What follows belongs to an exercise in optimizing a design on an open flow for small area; a production flow would make more cautious choices.
Function was checked by simulation only, so behaviour that the tests miss may differ from the original.
Power figures rest on the tool's default switching activity, not on a simulated workload.

## sync_manager
module sync_manager #
(
    parameter integer                       MM_ADDR_WIDTH       = 32,
    parameter integer                       DATA_WIDTH          = 32
)
(
    input  wire                             aclk,
    input  wire                             aresetn,
    output wire [3:0]                       combination,
    input  wire                             request,
    input  wire [4:0]                       log_length,
    input  wire [MM_ADDR_WIDTH-1:0]         base_address,
    input  wire                             reading,
    input  wire                             writing,
    output wire [MM_ADDR_WIDTH-1:0]         read_buffer,
    output wire [MM_ADDR_WIDTH-1:0]         write_buffer
);
Size in the first run: ~1300 cells after synthesis, roughly 100 flip-flops, roughly 110 I/O pins, ~0.0079 mm^2 of cells after synthesis.
==> flow/config.mk <==
export PLATFORM = sky130hd
export DESIGN_NAME = sync_manager
export DESIGN_NICKNAME = sync_manager
export VERILOG_FILES = /design/flow/design.v
export SDC_FILE = /design/flow/constraint.sdc
export NUM_CORES = 4
export LEC_CHECK = 0
export ABC_AREA = 1
export CAP_MARGIN = 20
export CORE_MARGIN = 2
export CORE_UTILIZATION = 60
export CTS_BUF_LIST = sky130_fd_sc_hd__clkbuf_8
export GPL_TIMING_DRIVEN = 0
export SLEW_MARGIN = 20
==> flow/constraint.sdc <==
create_clock -name core_clock -period 10.0 [get_ports {aclk}]
set_input_delay 2.0000 -clock core_clock [delete_from_list [all_inputs] [get_ports {aclk}]]
set_output_delay 2.0000 -clock core_clock [all_outputs]
set_load 0.01 [all_outputs]
standard.sh (not shown) runs the stock make flow with config.mk's settings and CLKGATE_MAP_FILE= SYNTH_SCRIPT=/design/flow/synth_recipe.tcl, a recipe that flattens the netlist after the stock synthesis.
==> flow/flow/run.sh <==
#!/bin/bash
# The standard layout (standard.sh) with two changes:
#  - synthesis: the standard flow's own synthesis script, but ABC maps with flow/abc.script
#    (area-oriented mapping under a delay target) instead of ORFS's area script;
#  - the ports are buffered with the smallest buffer, sky130_fd_sc_hd__buf_1.
# Each tool's full output stays in this folder: standard.log (make) and ORFS's
# per-step logs under orfs/logs/.
set -euo pipefail
W=$(pwd)
cat flow/abc_override.tcl synth_recipe.tcl > my_synth.tcl
export MY_ABC_SCRIPT=$W/flow/abc.script
export BUFFER_PORTS_ARGS="-buffer_cell sky130_fd_sc_hd__buf_1"
bash standard.sh SYNTH_SCRIPT=$W/my_synth.tcl finish > standard.log 2>&1
test -s out/final.def
==> flow/flow/abc.script <==
strash
dc2
dch -f
map -D 4500
topo
stime -c
==> flow/flow/abc_override.tcl <==
# Run ABC with this flow's mapping script (MY_ABC_SCRIPT) in place of ORFS's
# abc_area.script; every other argument the standard flow's synthesis gives it is kept.
proc abc {args} {
  set i [lsearch -exact $args -script]
  if {$i >= 0} { lset args [expr {$i + 1}] $::env(MY_ABC_SCRIPT) }
  yosys abc {*}$args
}
Then changed:
==> flow/flow/abc.script (replaced) <==
strash
dc2
dch -f
&get -n
&nf -R 1000
&put
topo
upsize -D 4500
dnsize -D 4500
stime -c
Outcome: The new run finished but failed the layout checks on negative setup slack; total power came out higher by about 3.2%; fmax came out lower by 11%; hold slack gains 74 ps; via count came out lower by about 9%; wire length came out lower by 6.9%; combinational power barely changes; cell area came out higher by 1.8%; synthesized cell count came out lower by about 22%; register-to-register slack loses 2300 ps; setup slack loses 1200 ps; first-iteration DRC count came out higher by 12%.


The RTL this note starts from:
==> flow/design.v <==
`timescale 1ns / 1ps
module sync_manager #
(
    parameter integer                       MM_ADDR_WIDTH       = 32,
    parameter integer                       DATA_WIDTH          = 32
)
(
    input  wire                             aclk,
    input  wire                             aresetn,
    output wire [3:0]                       combination,
    input  wire                             request,
    input  wire [4:0]                       log_length,
    input  wire [MM_ADDR_WIDTH-1:0]         base_address,
    input  wire                             reading,
    input  wire                             writing,
    output wire [MM_ADDR_WIDTH-1:0]         read_buffer,
    output wire [MM_ADDR_WIDTH-1:0]         write_buffer
);
    logic [1:0]  idx_read, idx_ready, idx_lock, idx_write;
    logic [1:0]  idx_read_n, idx_ready_n, idx_lock_n, idx_write_n;
    logic [30:0] read_count, read_count_n;
    logic [30:0] write_count, write_count_n;
    logic        lock, lock_n;
    logic        fresh;           
    logic [1:0]  write_factor;    
    logic [31:0] write_buffer_tmp, write_buffer_tmp_n;
    logic [31:0] therm, onehot;
    always_comb
        for (int i = 0; i < 32; i++) begin
            therm[i]  = (log_length <= i);
            onehot[i] = (i >= 2) && (log_length == 5'(i - 2));
        end
    function automatic [3:0] dec (input [1:0] v);
        dec = 4'b0001 << v;
    endfunction
    assign combination = dec(idx_read) | dec(idx_ready) | dec(idx_lock) | dec(idx_write);
    function automatic [31:0] add_at (input [31:0] base, input [1:0] f, input [31:0] oh);
        logic bp, bp1, x, cy, run;
        begin
            bp  = |(base & oh);
            bp1 = |(base & (oh << 1));
            x   = f[1] ^ (f[0] & bp);
            cy  = (f[1] & bp1) | ((f[1] | bp1) & f[0] & bp);
            run = 1'b0;
            for (int i = 0; i < 32; i++) begin
                run = (i >= 3) ? ((run & base[i-1]) | oh[i-2]) : 1'b0;
                add_at[i] = base[i] ^ ((cy & run) | ((i >= 1) ? (oh[i-1] & x) : 1'b0) | (oh[i] & f[0]));
            end
        end
    endfunction
    assign write_factor = {idx_write[1] & ~fresh, idx_write[0]};
    assign read_buffer  = add_at(base_address, idx_read, onehot);
    assign write_buffer = add_at(write_buffer_tmp, write_factor, onehot);
    logic [31:0] rinc, winc, ra, wa;
    logic        rwrap, wwrap;
    always_comb begin
        ra[0] = 1'b1;
        wa[0] = 1'b1;
        for (int i = 0; i < 31; i++) begin
            ra[i+1] = ra[i] & read_count[i];
            wa[i+1] = wa[i] & write_count[i];
        end
        for (int i = 0; i < 31; i++) begin
            rinc[i] = read_count[i] ^ (reading & ra[i]);
            winc[i] = write_count[i] ^ (writing & wa[i]);
        end
        rinc[31] = reading & ra[31];
        winc[31] = writing & wa[31];
        rwrap = |(rinc & therm);
        wwrap = |(winc & therm);
    end
    logic rturn, wturn, all_named;
    logic [1:0] free_idx;
    assign rturn     = reading & rwrap;
    assign wturn     = writing & wwrap;
    assign all_named = &combination;
    assign free_idx  = ~combination[0] ? 2'd0 : ~combination[1] ? 2'd1 : ~combination[2] ? 2'd2 : 2'd3;
    always_comb begin
        logic [1:0] ready1;
        idx_write_n = rturn ? (all_named ? idx_ready : free_idx) : idx_write;
        ready1      = (rturn & all_named) ? idx_read : idx_ready;
        idx_lock_n  = wturn ? idx_write : idx_lock;
        idx_ready_n = wturn ? idx_lock : ready1;
        idx_read_n  = (request & ~lock) ? idx_ready_n : idx_read;
        lock_n      = request;
        read_count_n  = rturn ? 31'd0 : rinc[30:0];
        write_count_n = wturn ? 31'd0 : winc[30:0];
        write_buffer_tmp_n[1:0] = base_address[1:0];
        begin
            logic c;
            c = reading;
            for (int i = 2; i < 32; i++) begin
                write_buffer_tmp_n[i] = base_address[i] ^ (~rturn & (read_count[i-2] ^ c));
                c = (base_address[i] & read_count[i-2]) | ((base_address[i] | read_count[i-2]) & c);
            end
        end
    end
    always_ff @(posedge aclk) begin
        if (~aresetn) begin
            idx_read         <= 2'd0;
            idx_ready        <= 2'd1;
            idx_lock         <= 2'd2;
            idx_write        <= 2'd2;
            read_count       <= 0;
            write_count      <= 0;
            lock             <= 0;
            fresh            <= 1'b1;
            write_buffer_tmp <= 0;
        end else begin
            idx_read         <= idx_read_n;
            idx_ready        <= idx_ready_n;
            idx_lock         <= idx_lock_n;
            idx_write        <= idx_write_n;
            read_count       <= read_count_n;
            write_count      <= write_count_n;
            lock             <= lock_n;
            fresh            <= 1'b0;
            write_buffer_tmp <= write_buffer_tmp_n;
        end
    end
endmodule
==> flow/config.mk <==
export PLATFORM = sky130hd
export DESIGN_NAME = sync_manager
export DESIGN_NICKNAME = sync_manager
export VERILOG_FILES = /design/flow/design.v
export SDC_FILE = /design/flow/constraint.sdc
export NUM_CORES = 4
export LEC_CHECK = 0
export ABC_AREA = 1
export CAP_MARGIN = 20
export CORE_MARGIN = 2
export CORE_UTILIZATION = 70
export CTS_BUF_LIST = sky130_fd_sc_hd__clkbuf_8
export GPL_TIMING_DRIVEN = 0
export SLEW_MARGIN = 20
==> flow/constraint.sdc <==
create_clock -name core_clock -period 10.0 [get_ports {aclk}]
set_input_delay 2.0000 -clock core_clock [delete_from_list [all_inputs] [get_ports {aclk}]]
set_output_delay 2.0000 -clock core_clock [all_outputs]
set_load 0.01 [all_outputs]
==> flow/flow/abc.script <==
strash
dc2
dch -f
map -D 4500
topo
stime -c
Scripts as last shown in full above: flow/flow/run.sh, flow/flow/abc_override.tcl
The starting point passed the timing, design-rule and antenna checks.
==> next run, changes <==
==> flow/flow/run.sh (replaced) <==
#!/bin/bash
# The standard layout (standard.sh) with two changes:
#  - synthesis: the standard flow's own synthesis script, but ABC maps with flow/abc.script
#    (area-oriented mapping under a delay target) instead of ORFS's area script;
#  - the ports are buffered with the smallest buffer, sky130_fd_sc_hd__buf_1;
#  - clock tree synthesis inserts no dummy loads.
# Each tool's full output stays in this folder: standard.log (make) and ORFS's
# per-step logs under orfs/logs/.
set -euo pipefail
W=$(pwd)
cat flow/abc_override.tcl synth_recipe.tcl > my_synth.tcl
export MY_ABC_SCRIPT=$W/flow/abc.script
export BUFFER_PORTS_ARGS="-buffer_cell sky130_fd_sc_hd__buf_1"
# clock tree: ORFS's default arguments and buffer list, without dummy loads
export CTS_ARGS="-sink_clustering_enable -repair_clock_nets -buf_list sky130_fd_sc_hd__clkbuf_8 -dont_use_dummy_load"
bash standard.sh SYNTH_SCRIPT=$W/my_synth.tcl finish > standard.log 2>&1
test -s out/final.def
=> The new run finished clean. Maximum frequency hardly moves. Non-clock buffer count grows by 1. Routed wire length falls by 1.2%. Clock skew goes up by 16 ps. Final area decreases by 0.93%. Area after synthesis does not change. Die area is unchanged. Cell count shrinks by 0.45%. Power goes down by 8.7%. Sequential power stays flat. Worst setup slack improved by 20 ps.


Setup of lagoon:
Starts from the design.v that is shown in full above.
export LEC_CHECK = 0
export ABC_AREA = 1
export CAP_MARGIN = 20
export CORE_MARGIN = 2
export CORE_UTILIZATION = 60
export CTS_BUF_LIST = sky130_fd_sc_hd__clkbuf_8
export CTS_CLUSTER_SIZE = 30
export GPL_TIMING_DRIVEN = 0
export SLEW_MARGIN = 20
create_clock -name core_clock -period 10.0 [get_ports {aclk}]
==> flow/flow/run.sh <==
#!/bin/bash
# The standard layout (standard.sh) with two changes:
#  - synthesis: the standard flow's own synthesis script, but ABC maps with flow/abc.script
#    (area-oriented mapping under a delay target) instead of ORFS's area script;
#  - the ports are buffered with the smallest buffer, sky130_fd_sc_hd__buf_1.
# Each tool's full output stays in this folder: standard.log (make) and ORFS's
# per-step logs under orfs/logs/.
set -euo pipefail
W=$(pwd)
cat flow/abc_override.tcl synth_recipe.tcl > my_synth.tcl
export MY_ABC_SCRIPT=$W/flow/abc.script
export BUFFER_PORTS_ARGS="-buffer_cell sky130_fd_sc_hd__buf_1"
bash standard.sh SYNTH_SCRIPT=$W/my_synth.tcl finish > standard.log 2>&1
test -s out/final.def
Scripts as last shown in full above: flow/flow/abc.script, flow/flow/abc_override.tcl
No stage failed in lagoon, and the final checks on the layout all came back clean.
## Diff of input files: sierra against lagoon
Settings: CTS_CLUSTER_SIZE no longer set, was 30; GPL_TIMING_DRIVEN no longer set, was 0; CTS_BUF_LIST no longer set, was sky130_fd_sc_hd__clkbuf_8.
Results
Total CTS buffers: sierra vs lagoon identical. Against lagoon, sierra reports a finished layout cell area that is higher. On worst hold slack, sierra does better than lagoon. Compare lagoon and sierra | critical path depth lower: lagoon. Diff lagoon -> sierra | routing usage on met3 | decrease of 0.63 points. Looking at cell area after placement across lagoon and sierra, the one that comes out lower is lagoon. sierra ended up with a higher wire length of the first global-routing pass than lagoon did. Comparing lagoon and sierra, the lower number of placed cells counting well taps is on lagoon. Per the comparison of sierra with lagoon, total design power increased about 13%, non-clock buffer area fraction after layout increased 3.1 points.
Inputs modified between sierra and amber:
==> flow/flow/run.sh <==
#!/bin/bash
# The standard layout, with the ports buffered by the smallest buffer
# (sky130_fd_sc_hd__buf_1) instead of the flow's default pick.
set -euo pipefail
export BUFFER_PORTS_ARGS="-buffer_cell sky130_fd_sc_hd__buf_1"
bash standard.sh > standard.log 2>&1
test -s out/final.def
removed: flow/flow/abc.script
removed: flow/flow/abc_override.tcl
Notes after the runs:
- For amber and sierra, there was not a single run that failed to finish clean.
- amber against sierra: global-route wire length before repair -6.0 mm; global-route usage -8.2 points; net count after synthesis +about 10%; fraction of area in clock buffers and inverters -0.22 points.
- Against sierra, routed wire length in amber fell by more than 10%.

-- port drivers added, routing unchanged --
The results above use ideal ports. As a check the final layouts listed here were re-extracted and re-timed, cells and wires unchanged.
Step 1 sets driving cells, clkbuf_16 on the clock port and buf_2 on the other inputs (assumed; they add their load-dependent delay and slew).
Step 2 also shifts input and output timing later by t, the mid clock arrival at the registers, as if the neighbouring blocks saw the same clock.
Three values: ideal ports, drivers, drivers and shift; two values: the first two.
| run | t, ns | slack for setup (ns) | hold WS [ns] | worst data-port slew with drivers (ns) |
|---|---|---|---|---|
| the first run of note 1 | 0.439 | 0.317 / 0.296 / 0.296 | 0.488 / 0.488 / 0.488 | 0.04 |
| the second run of note 1 | 0.434 | -0.854 / -0.864 / -1.298 | 0.561 / 0.561 / 0.561 | 0.07 |
| the first run of note 2 | 0.456 | 0.340 / 0.320 / 0.320 | 0.501 / 0.501 / 0.501 | 0.05 |
| the second run of note 2 | 0.426 | 0.360 / 0.340 / 0.340 | 0.500 / 0.500 / 0.500 | 0.05 |
| lagoon | 0.439 | 0.317 / 0.296 / 0.296 | 0.488 / 0.488 / 0.488 | 0.04 |
| sierra | 0.413 | 0.585 / 0.564 / 0.564 | 0.493 / 0.493 / 0.493 | 0.04 |
| amber | 0.409 | 0.896 / 0.850 / 0.850 | 0.558 / 0.558 / 0.558 | 0.07 |
For the second run of note 1, which loses most, drivers alone change the setup slack by -0.010 ns; drivers and shift together by -0.444 ns.
